This design comes from an exercise in tuning for small area on the open sky130 flow, not from production work. At most, simulation tests tie the RTL to the original design; equivalence was not proved. Power and IR drop assume default switching activity.

## sync_block
module sync_block (
    input         clock,
    input         reset,
    input  [7:0]  strategy_sel,
    input         start,
    input         fg_opto,
    input         phase,
    input         wire_sensor,
    input         detector_ready,
    input  [31:0] fg_open_delay,
    input  [31:0] detector_ready_timeout,
    input  [31:0] phase_shift,
    input  [31:0] detonate_len,
    input  [31:0] trigger_len,
    output        detonator_triggered,
    output        output_trigger,
    output        valid_scenario,
    output [7:0]  scenario_state
);
Size: about 420 cells after synthesis, about 43 flip-flops, roughly 190 I/O pins, ~3200 um2 of cells after synthesis.
==> module sync_block, before the edit <==
module sync_block (
    input         clock,
    input         reset,
    input  [7:0]  strategy_sel,
    input         start,
    input         fg_opto,
    input         phase,
    input         wire_sensor,
    input         detector_ready,
    input  [31:0] fg_open_delay,
    input  [31:0] detector_ready_timeout,
    input  [31:0] phase_shift,
    input  [31:0] detonate_len,
    input  [31:0] trigger_len,
    output        detonator_triggered,
    output        output_trigger,
    output        valid_scenario,
    output [7:0]  scenario_state
);
localparam [3:0] IDLE = 4'd0, FG_WAIT_OPTO = 4'd1, FG_WAIT_OPEN = 4'd2, DETONATE = 4'd3,
                 WIRE_TRIGGER = 4'd4, WAIT_PHASE_FRONT = 4'd5, WAIT_PHASE_DELAY = 4'd6,
                 TRIGGER_PROLONG = 4'd7, DETECTOR_BUSY = 4'd8, DETECTOR_WAIT = 4'd9,
                 DETECTOR_FINISHED = 4'd10;
wire s0 = (strategy_sel == 8'd0);
wire s1 = (strategy_sel == 8'd1);
wire s2 = (strategy_sel == 8'd2);
wire s3 = (strategy_sel == 8'd3);
wire s4 = (strategy_sel == 8'd4);
wire valid = s1 | s2 | s3 | s4;
reg [3:0]  st;       
reg [32:0] cq;
wire [32:0] cnt = ~cq;
reg        det, trig;
reg        start_p, fg_p, wire_p, phase_p;
wire start_e = start & ~start_p;
wire fg_e    = fg_opto & ~fg_p;
wire wire_e  = wire_sensor & ~wire_p;
wire phase_e = phase & ~phase_p;
wire is_fgo  = (st == FG_WAIT_OPEN);
wire is_det  = (st == DETONATE);
wire is_wpd  = (st == WAIT_PHASE_DELAY);
wire is_tp   = (st == TRIGGER_PROLONG);
wire is_db   = (st == DETECTOR_BUSY);
wire is_dw   = (st == DETECTOR_WAIT);
wire is_test = s0 & st[0];
wire [31:0] lim = ({32{is_fgo}} & fg_open_delay) | ({32{is_det}} & detonate_len) |
                  ({32{is_tp}} & trigger_len) | ({32{is_wpd}} & phase_shift) |
                  ({32{is_dw}} & detector_ready_timeout);
function automatic borrow_out(input [31:0] c, input [31:0] l, input integer lo, input integer n, input bin);
    integer k;
    reg b;
    begin
        b = bin;
        for (k = lo; k < lo + n; k = k + 1)
            b = (~c[k] & l[k]) | (~c[k] & b) | (l[k] & b);
        borrow_out = b;
    end
endfunction
wire bs0 = borrow_out(cnt[31:0], lim, 0, 5, is_dw);
wire bs1_0 = borrow_out(cnt[31:0], lim, 5, 5, 1'b0);
wire bs1_1 = borrow_out(cnt[31:0], lim, 5, 5, 1'b1);
wire bs1 = bs0 ? bs1_1 : bs1_0;
wire bs2_0 = borrow_out(cnt[31:0], lim, 10, 5, 1'b0);
wire bs2_1 = borrow_out(cnt[31:0], lim, 10, 5, 1'b1);
wire bs2 = bs1 ? bs2_1 : bs2_0;
wire bs3_0 = borrow_out(cnt[31:0], lim, 15, 5, 1'b0);
wire bs3_1 = borrow_out(cnt[31:0], lim, 15, 5, 1'b1);
wire bs3 = bs2 ? bs3_1 : bs3_0;
wire bs4_0 = borrow_out(cnt[31:0], lim, 20, 6, 1'b0);
wire bs4_1 = borrow_out(cnt[31:0], lim, 20, 6, 1'b1);
wire bs4 = bs3 ? bs4_1 : bs4_0;
wire bs5_0 = borrow_out(cnt[31:0], lim, 26, 6, 1'b0);
wire bs5_1 = borrow_out(cnt[31:0], lim, 26, 6, 1'b1);
wire bs5 = bs4 ? bs5_1 : bs5_0;
wire lt = ~cnt[32] & bs5;
genvar gi;
wire inc  = is_test | is_fgo | is_det | is_tp | is_wpd | is_dw;
wire keep = is_test | is_tp | is_db | ((is_fgo | is_det | is_wpd) & lt) | (is_dw & lt & ~detector_ready);
wire [32:0] all_ones_below;
assign all_ones_below[0] = 1'b1;
generate for (gi = 1; gi < 33; gi = gi + 1) begin : g_inc
    assign all_ones_below[gi] = all_ones_below[gi-1] & cnt[gi-1];
end endgenerate
reg [3:0] st_n;
always @(*) begin
    st_n = st;
    if (s0) begin
        if (st == IDLE && start) st_n = FG_WAIT_OPTO;
    end else if (valid) begin
        case (st)
            IDLE:              if (start_e) st_n = FG_WAIT_OPTO;
            FG_WAIT_OPTO:      if (fg_e) st_n = FG_WAIT_OPEN;
            FG_WAIT_OPEN:      if (!lt) st_n = s2 ? TRIGGER_PROLONG : s4 ? WAIT_PHASE_FRONT : DETONATE;
            DETONATE:          if (!lt) st_n = WIRE_TRIGGER;
            WIRE_TRIGGER:      if (wire_e) st_n = s1 ? TRIGGER_PROLONG : WAIT_PHASE_FRONT;
            WAIT_PHASE_FRONT:  if (phase_e) st_n = WAIT_PHASE_DELAY;
            WAIT_PHASE_DELAY:  if (!lt) st_n = TRIGGER_PROLONG;
            TRIGGER_PROLONG:   if (!lt) st_n = (s2 | s4) ? IDLE : DETECTOR_BUSY;
            DETECTOR_BUSY:     if (~detector_ready) st_n = DETECTOR_WAIT;
            DETECTOR_WAIT:     if (!(lt & ~detector_ready)) st_n = DETECTOR_FINISHED;
            DETECTOR_FINISHED: if (~start) st_n = IDLE;
            default:           st_n = IDLE;
        endcase
    end
end
always @(posedge clock) begin
    start_p <= start;
    fg_p    <= fg_opto;
    wire_p  <= wire_sensor;
    phase_p <= phase;
    cq <= ~((cnt ^ ({33{inc}} & all_ones_below)) & {33{keep & ~reset}});
    if (reset) begin
        st   <= IDLE;
        det  <= 1'b0;
        trig <= 1'b0;
    end else begin
        st   <= st_n;
        det  <= is_det & lt;
        trig <= (is_tp & lt) | (s3 & is_wpd & ~lt);
    end
end
reg [3:0] st_out;
always @(*) begin
    st_out = st;
    if (s1 & st[3]) st_out = st - 4'd2;                    
    if (s1 & st == TRIGGER_PROLONG) st_out = 4'd5;
    if (s2 & st == TRIGGER_PROLONG) st_out = 4'd3;
    if (s4 & st[2] & (st[1] | st[0])) st_out = st - 4'd2;  
end
assign detonator_triggered = det;
assign output_trigger      = trig;
assign valid_scenario      = valid;
assign scenario_state      = {cnt[6:3] & {4{s0}}, (cnt[2:0] & {3{s0}}) | st_out[3:1], st_out[0]};
endmodule
==> flow/config.mk <==
export PLATFORM = sky130hd
export DESIGN_NAME = sync_block
export DESIGN_NICKNAME = sync_block
export VERILOG_FILES = /design/flow/design.v
export SDC_FILE = /design/flow/constraint.sdc
export NUM_CORES = 4
export LEC_CHECK = 0
export CAP_MARGIN = 5
export CORE_MARGIN = 2
export CORE_UTILIZATION = 50
export GPL_TIMING_DRIVEN = 0
export PLACE_DENSITY = 0.75
export SLEW_MARGIN = 5
==> flow/constraint.sdc <==
create_clock -name core_clock -period 6.0 [get_ports {clock}]
set_input_delay 1.2000 -clock core_clock [delete_from_list [all_inputs] [get_ports {clock}]]
set_output_delay 1.2000 -clock core_clock [all_outputs]
set_load 0.01 [all_outputs]
standard.sh (not shown) runs the stock make flow with config.mk's settings and CLKGATE_MAP_FILE= SYNTH_SCRIPT=/design/flow/synth_recipe.tcl, a recipe that flattens the netlist after the stock synthesis.
==> flow/flow/run.sh <==
#!/bin/bash
# Standard layout, with these changes:
#  - the port buffers use the smallest buffer cell (buf_1);
#  - synthesis maps logic with an area-oriented ABC script (flow/abc_area.script);
#  - clock tree synthesis uses clkbuf_8 buffers and no dummy loads.
# Every tool's output goes to a log file in this folder.
set -euo pipefail
HERE=$(pwd)
mkdir -p "$HERE/scripts"
cp -r "$FLOW_HOME/scripts/." "$HERE/scripts/"
cp "$HERE/flow/abc_area.script" "$HERE/scripts/abc_area.script"
export SCRIPTS_DIR="$HERE/scripts"
export ABC_AREA=1
export BUFFER_PORTS_ARGS="-buffer_cell sky130_fd_sc_hd__buf_1"
export CTS_ARGS="-sink_clustering_enable -repair_clock_nets -buf_list sky130_fd_sc_hd__clkbuf_8 -dont_use_dummy_load"
bash standard.sh > standard_flow.log 2>&1
==> flow/flow/abc_area.script <==
strash
&get -n
&st
&dch
&nf -R 50
&put
topo
==> next run, changes <==
--- a/flow/design.v
+++ b/flow/design.v
@@ -29,6 +29,7 @@
 wire valid = s1 | s2 | s3 | s4;
 reg [3:0]  st;       
-reg [32:0] cq;
-wire [32:0] cnt = ~cq;
+reg [31:0] cq;        
+localparam [31:0] CPOL = 32'hFFFFFFFF;
+wire [31:0] cnt = cq ^ CPOL;
 reg        det, trig;
 reg        start_p, fg_p, wire_p, phase_p;
@@ -57,27 +58,27 @@
     end
 endfunction
-wire bs0 = borrow_out(cnt[31:0], lim, 0, 5, is_dw);
-wire bs1_0 = borrow_out(cnt[31:0], lim, 5, 5, 1'b0);
-wire bs1_1 = borrow_out(cnt[31:0], lim, 5, 5, 1'b1);
+wire bs0 = borrow_out(cnt, lim, 0, 5, 1'b0);
+wire bs1_0 = borrow_out(cnt, lim, 5, 5, 1'b0);
+wire bs1_1 = borrow_out(cnt, lim, 5, 5, 1'b1);
 wire bs1 = bs0 ? bs1_1 : bs1_0;
-wire bs2_0 = borrow_out(cnt[31:0], lim, 10, 5, 1'b0);
-wire bs2_1 = borrow_out(cnt[31:0], lim, 10, 5, 1'b1);
+wire bs2_0 = borrow_out(cnt, lim, 10, 5, 1'b0);
+wire bs2_1 = borrow_out(cnt, lim, 10, 5, 1'b1);
 wire bs2 = bs1 ? bs2_1 : bs2_0;
-wire bs3_0 = borrow_out(cnt[31:0], lim, 15, 5, 1'b0);
-wire bs3_1 = borrow_out(cnt[31:0], lim, 15, 5, 1'b1);
+wire bs3_0 = borrow_out(cnt, lim, 15, 5, 1'b0);
+wire bs3_1 = borrow_out(cnt, lim, 15, 5, 1'b1);
 wire bs3 = bs2 ? bs3_1 : bs3_0;
-wire bs4_0 = borrow_out(cnt[31:0], lim, 20, 6, 1'b0);
-wire bs4_1 = borrow_out(cnt[31:0], lim, 20, 6, 1'b1);
+wire bs4_0 = borrow_out(cnt, lim, 20, 6, 1'b0);
+wire bs4_1 = borrow_out(cnt, lim, 20, 6, 1'b1);
 wire bs4 = bs3 ? bs4_1 : bs4_0;
-wire bs5_0 = borrow_out(cnt[31:0], lim, 26, 6, 1'b0);
-wire bs5_1 = borrow_out(cnt[31:0], lim, 26, 6, 1'b1);
+wire bs5_0 = borrow_out(cnt, lim, 26, 6, 1'b0);
+wire bs5_1 = borrow_out(cnt, lim, 26, 6, 1'b1);
 wire bs5 = bs4 ? bs5_1 : bs5_0;
-wire lt = ~cnt[32] & bs5;
+wire lt = bs5;
 genvar gi;
-wire inc  = is_test | is_fgo | is_det | is_tp | is_wpd | is_dw;
-wire keep = is_test | is_tp | is_db | ((is_fgo | is_det | is_wpd) & lt) | (is_dw & lt & ~detector_ready);
-wire [32:0] all_ones_below;
+wire inc  = is_test | ((is_fgo | is_det | is_tp | is_wpd) & lt) | (is_dw & lt & ~detector_ready);
+wire keep = inc | is_tp | is_db;
+wire [31:0] all_ones_below;
 assign all_ones_below[0] = 1'b1;
-generate for (gi = 1; gi < 33; gi = gi + 1) begin : g_inc
+generate for (gi = 1; gi < 32; gi = gi + 1) begin : g_inc
     assign all_ones_below[gi] = all_ones_below[gi-1] & cnt[gi-1];
 end endgenerate
@@ -109,5 +110,5 @@
     wire_p  <= wire_sensor;
     phase_p <= phase;
-    cq <= ~((cnt ^ ({33{inc}} & all_ones_below)) & {33{keep & ~reset}});
+    cq <= CPOL ^ ((cnt ^ ({32{inc}} & all_ones_below)) & {32{keep & ~reset}});
     if (reset) begin
         st   <= IDLE;
After rerunning:
- With this change the flow completed, yet does not pass: setup timing
- non-clock buffer count grows by 5
- routed wire length grows by 0.48%
- critical path depth shrinks by 2
- setup slack is worse by 530 ps
- synthesized area shrinks by 2.3%
- total power is about the same
- clock power stays flat
- global-route usage grows by 0.39 points
Only the layout flow was run in the second run of this note; the RTL was not checked for function there.

[static timing again, ports no longer ideal]
In the flow no input, the clock included, has a driving cell. The finished layouts below were timed again as built, in two steps. Step 1, drivers: a clkbuf_16 drives clock and a buf_2 each remaining input, both assumed. Step 2 also shifts input and output timing later by t, the mid clock arrival at the registers, as if the neighbouring blocks saw the same clock. a / b / c = ideal / step 1 / step 2; a / b = the first two.
| run | t, ns | setup WS [ns] | worst setup path after step 2 |
|---|---|---|---|
| the first run | 0.323 | 0.449 / 0.449 / 0.378 | input to register |
| the second run | 0.316 | -0.077 / -0.070 / -0.386 | input to register |
For the second run, which loses most, drivers alone change the setup slack by +0.007 ns; drivers and shift together by -0.309 ns.
